Context: an optimization exercise on an open-source flow, tuned for small area. The choices shown serve that exercise and are no tape-out recipe. The RTL was checked by simulation tests, not by an equivalence proof against the original design. Power figures rest on the tool's default switching activity, not on a simulated workload.

==> inputs of maple <==
// dma_if
module dma_if (
  input      [1:0]    peri_sel,
  output              dma_req,
  input               dma_gnt,
  output     [31:0]   dma_addr,
  output              dma_we,
  output     [31:0]   dma_wdata,
  input      [31:0]   dma_rdata,
  input               dma_rvalid,
  input               peri0_req,
  output              peri0_gnt,
  input      [31:0]   peri0_addr,
  input               peri0_we,
  input      [31:0]   peri0_wdata,
  output     [31:0]   peri0_rdata,
  output              peri0_rvalid,
  input               peri1_req,
  output              peri1_gnt,
  input      [31:0]   peri1_addr,
  input               peri1_we,
  input      [31:0]   peri1_wdata,
  output     [31:0]   peri1_rdata,
  output              peri1_rvalid,
  input               peri2_req,
  output              peri2_gnt,
  input      [31:0]   peri2_addr,
  input               peri2_we,
  input      [31:0]   peri2_wdata,
  output     [31:0]   peri2_rdata,
  output              peri2_rvalid,
  input               peri3_req,
  output              peri3_gnt,
  input      [31:0]   peri3_addr,
  input               peri3_we,
  input      [31:0]   peri3_wdata,
  output     [31:0]   peri3_rdata,
  output              peri3_rvalid,
  input               clk,
  input               reset
);
  reg                 live;
  reg                 rd_ok;
  reg        [65:0]   bus0, bus1, bus2, bus3;
  reg                 gnt_q;
  reg                 rvalid_q;
  reg        [31:0]   rdata_n;                  
  always @ (posedge clk or posedge reset) begin
    if (reset) begin
      live  <= 1'b0;
      rd_ok <= 1'b0;
    end else begin
      live  <= 1'b1;
      if (dma_rvalid) rd_ok <= 1'b1;
    end
  end
  always @ (posedge clk) begin
    bus0 <= {peri0_req, peri0_we, peri0_addr, peri0_wdata};
    bus1 <= {peri1_req, peri1_we, peri1_addr, peri1_wdata};
    bus2 <= {peri2_req, peri2_we, peri2_addr, peri2_wdata};
    bus3 <= {peri3_req, peri3_we, peri3_addr, peri3_wdata};
    gnt_q <= dma_gnt;
    rvalid_q <= dma_rvalid;
    if (dma_rvalid) rdata_n <= ~dma_rdata;
  end
  localparam NS = 4;    
  localparam NR = 2;    
  wire [NS-1:0] s0v, s1v, s2v, s3v;
  wire [NR-1:0] rn0v, rn1v, rn2v, rn3v;
  ...
clock: 5.0 ns
lec_check: 0
cap_margin: 20
core_margin: 2
core_utilization: 40
slew_margin: 20
synth_hierarchical: 1
synth_minimum_keep_size: 0
standard.sh (not shown) runs the stock make flow with config.mk's settings and CLKGATE_MAP_FILE= SYNTH_SCRIPT=/design/flow/synth_recipe.tcl, a recipe that flattens the netlist after the stock synthesis.
==> flow/flow/run.sh <==
#!/bin/bash
# Standard layout, with two changes: the port buffers are the smallest
# buffer (buf_1) and the clock tree uses small buffers without dummy loads.
set -euo pipefail
export BUFFER_PORTS_ARGS="-buffer_cell sky130_fd_sc_hd__buf_1"
export CTS_ARGS="-sink_clustering_enable -repair_clock_nets -dont_use_dummy_load -buf_list {sky130_fd_sc_hd__clkbuf_8} -sink_clustering_size 20 -sink_clustering_max_diameter 60"
bash standard.sh > standard.log 2>&1
==> inputs of fjord, as changes to maple <==
==> flow/design.v (replaced) <==
module dma_if (
  input      [1:0]    peri_sel,
  output              dma_req,
  input               dma_gnt,
  output     [31:0]   dma_addr,
  output              dma_we,
  output     [31:0]   dma_wdata,
  input      [31:0]   dma_rdata,
  input               dma_rvalid,
  input               peri0_req,
  output              peri0_gnt,
  input      [31:0]   peri0_addr,
  input               peri0_we,
  input      [31:0]   peri0_wdata,
  output     [31:0]   peri0_rdata,
  output              peri0_rvalid,
  input               peri1_req,
  output              peri1_gnt,
  input      [31:0]   peri1_addr,
  input               peri1_we,
  input      [31:0]   peri1_wdata,
  output     [31:0]   peri1_rdata,
  output              peri1_rvalid,
  input               peri2_req,
  output              peri2_gnt,
  input      [31:0]   peri2_addr,
  input               peri2_we,
  input      [31:0]   peri2_wdata,
  output     [31:0]   peri2_rdata,
  output              peri2_rvalid,
  input               peri3_req,
  output              peri3_gnt,
  input      [31:0]   peri3_addr,
  input               peri3_we,
  input      [31:0]   peri3_wdata,
  output     [31:0]   peri3_rdata,
  output              peri3_rvalid,
  input               clk,
  input               reset
);
  reg                 live;
  reg                 rd_ok;
  reg        [65:0]   bus0, bus1, bus2, bus3;
  reg                 gnt_q;
  reg                 rvalid_q;
  reg        [31:0]   rdata_n;                  
  always @ (posedge clk or posedge reset) begin
    if (reset) begin
      live  <= 1'b0;
      rd_ok <= 1'b0;
    end else begin
      live  <= 1'b1;
      if (dma_rvalid) rd_ok <= 1'b1;
    end
  end
  always @ (posedge clk) begin
    bus0 <= {peri0_req, peri0_we, peri0_addr, peri0_wdata};
    bus1 <= {peri1_req, peri1_we, peri1_addr, peri1_wdata};
    bus2 <= {peri2_req, peri2_we, peri2_addr, peri2_wdata};
    bus3 <= {peri3_req, peri3_we, peri3_addr, peri3_wdata};
    gnt_q <= dma_gnt;
    rvalid_q <= dma_rvalid;
    if (dma_rvalid) rdata_n <= ~dma_rdata;
  end
  wire s0 = live & (peri_sel == 2'd0);
  wire s1 = live & (peri_sel == 2'd1);
  wire s2 = live & (peri_sel == 2'd2);
  wire s3 = live & (peri_sel == 2'd3);
  wire r0 = rd_ok & (peri_sel == 2'd0);
  wire r1 = rd_ok & (peri_sel == 2'd1);
  wire r2 = rd_ok & (peri_sel == 2'd2);
  wire r3 = rd_ok & (peri_sel == 2'd3);
  wire [65:0] bus;
  genvar i;
  generate
    for (i = 0; i < 65; i = i + 1) begin : g_mux
      wire n012, n3;
      dma_if_aoi222 u_aoi (.a0(s0), .b0(bus0[i]), .a1(s1), .b1(bus1[i]),
                           .a2(s2), .b2(bus2[i]), .y(n012));
      dma_if_nand2 u_n3 (.a(s3), .b(bus3[i]), .y(n3));
      dma_if_nand2 u_or (.a(n012), .b(n3), .y(bus[i]));
    end
  endgenerate
  wire req_n012, req_n3;
  dma_if_aoi222 u_req_aoi (.a0(s0), .b0(bus0[65]), .a1(s1), .b1(bus1[65]),
                           .a2(s2), .b2(bus2[65]), .y(req_n012));
  dma_if_nand2 u_req_n3 (.a(s3), .b(bus3[65]), .y(req_n3));
  dma_if_aoi21 u_req_or (.a1(req_n012), .a2(req_n3), .b(gnt_q), .y(bus[65]));
  assign {dma_req, dma_we, dma_addr, dma_wdata} = bus;
  dma_if_and2 u_gnt0 (.a(s0), .b(gnt_q), .y(peri0_gnt));
  dma_if_and2 u_gnt1 (.a(s1), .b(gnt_q), .y(peri1_gnt));
  dma_if_and2 u_gnt2 (.a(s2), .b(gnt_q), .y(peri2_gnt));
  dma_if_and2 u_gnt3 (.a(s3), .b(gnt_q), .y(peri3_gnt));
  dma_if_and2 u_rvalid0 (.a(s0), .b(rvalid_q), .y(peri0_rvalid));
  dma_if_and2 u_rvalid1 (.a(s1), .b(rvalid_q), .y(peri1_rvalid));
  dma_if_and2 u_rvalid2 (.a(s2), .b(rvalid_q), .y(peri2_rvalid));
  dma_if_and2 u_rvalid3 (.a(s3), .b(rvalid_q), .y(peri3_rvalid));
  wire rn0 = ~r0, rn1 = ~r1, rn2 = ~r2, rn3 = ~r3;
  generate
    for (i = 0; i < 32; i = i + 1) begin : g_rd
      dma_if_nor2 u_r0 (.a(rn0), .b(rdata_n[i]), .y(peri0_rdata[i]));
      dma_if_nor2 u_r1 (.a(rn1), .b(rdata_n[i]), .y(peri1_rdata[i]));
      dma_if_nor2 u_r2 (.a(rn2), .b(rdata_n[i]), .y(peri2_rdata[i]));
      dma_if_nor2 u_r3 (.a(rn3), .b(rdata_n[i]), .y(peri3_rdata[i]));
    end
  endgenerate
endmodule
module dma_if_aoi222 (
  input  a0, b0, a1, b1, a2, b2,
  output y
);
  assign y = ~((a0 & b0) | (a1 & b1) | (a2 & b2));
endmodule
module dma_if_nand2 (
  input  a, b,
  output y
);
  assign y = ~(a & b);
endmodule
module dma_if_nor2 (
  input  a, b,
  output y
);
  assign y = ~(a | b);
endmodule
module dma_if_aoi21 (
  input  a1, a2, b,
  output y
);
  assign y = ~((a1 & a2) | b);
endmodule
module dma_if_and2 (
  input  a, b,
  output y
);
  assign y = a & b;
endmodule
==> summary.txt <==
Between fjord and maple, the lower global-route usage is in fjord (gap 0.41 points).
In sequential power, maple and fjord hardly differ.
Setup slack: maple is worse than fjord (0.0057 ns).
Clock skew is the same in fjord and maple.
Between fjord and maple, the lower sequential share of layout area is in fjord (gap 0.22 points).
In maple the utilization is lower than in fjord, by 0.37 points.
Of maple and fjord, maple has the higher final cell count (gap about 0.27%, measured against fjord).
Of fjord and maple, maple has the higher synthesized area (gap 1.0%, measured against maple).
Between maple and fjord, the lower via count is in fjord (gap about 0.9%, measured against fjord).
fjord finished clean. maple went through all stages and came out clean.

==> what the ideal ports hide <==
How much do the figures lean on ideal ports? The routed layouts below were timed once more, with nothing changed but the port constraints.
Step 1 (the two cells are an assumption about what drives the block):
set clk [get_ports {clk}]
set_driving_cell -lib_cell sky130_fd_sc_hd__clkbuf_16 $clk
set_driving_cell -lib_cell sky130_fd_sc_hd__buf_2 [delete_from_list [all_inputs] $clk]
Step 2 moves the port delays by t, midway between the first and last clock arrival at a register: inputs arrive t later, outputs are due t later. That takes back most of the time a late clock gives input paths.
a / b / c = ideal ports / drivers / drivers and shift; a / b = the first two.
run | t, ns | setup slack, ns | worst setup path at the end | pins driven straight from the clock port
maple | 0.554 | 1.121 / 1.066 / 1.066 | input to output | 1
fjord | 0.555 | 1.127 / 1.075 / 1.075 | input to output | 1
After both steps setup and hold are still met in every run listed. For maple, which loses most, drivers alone change the setup slack by -0.055 ns; drivers and shift together by -0.055 ns.
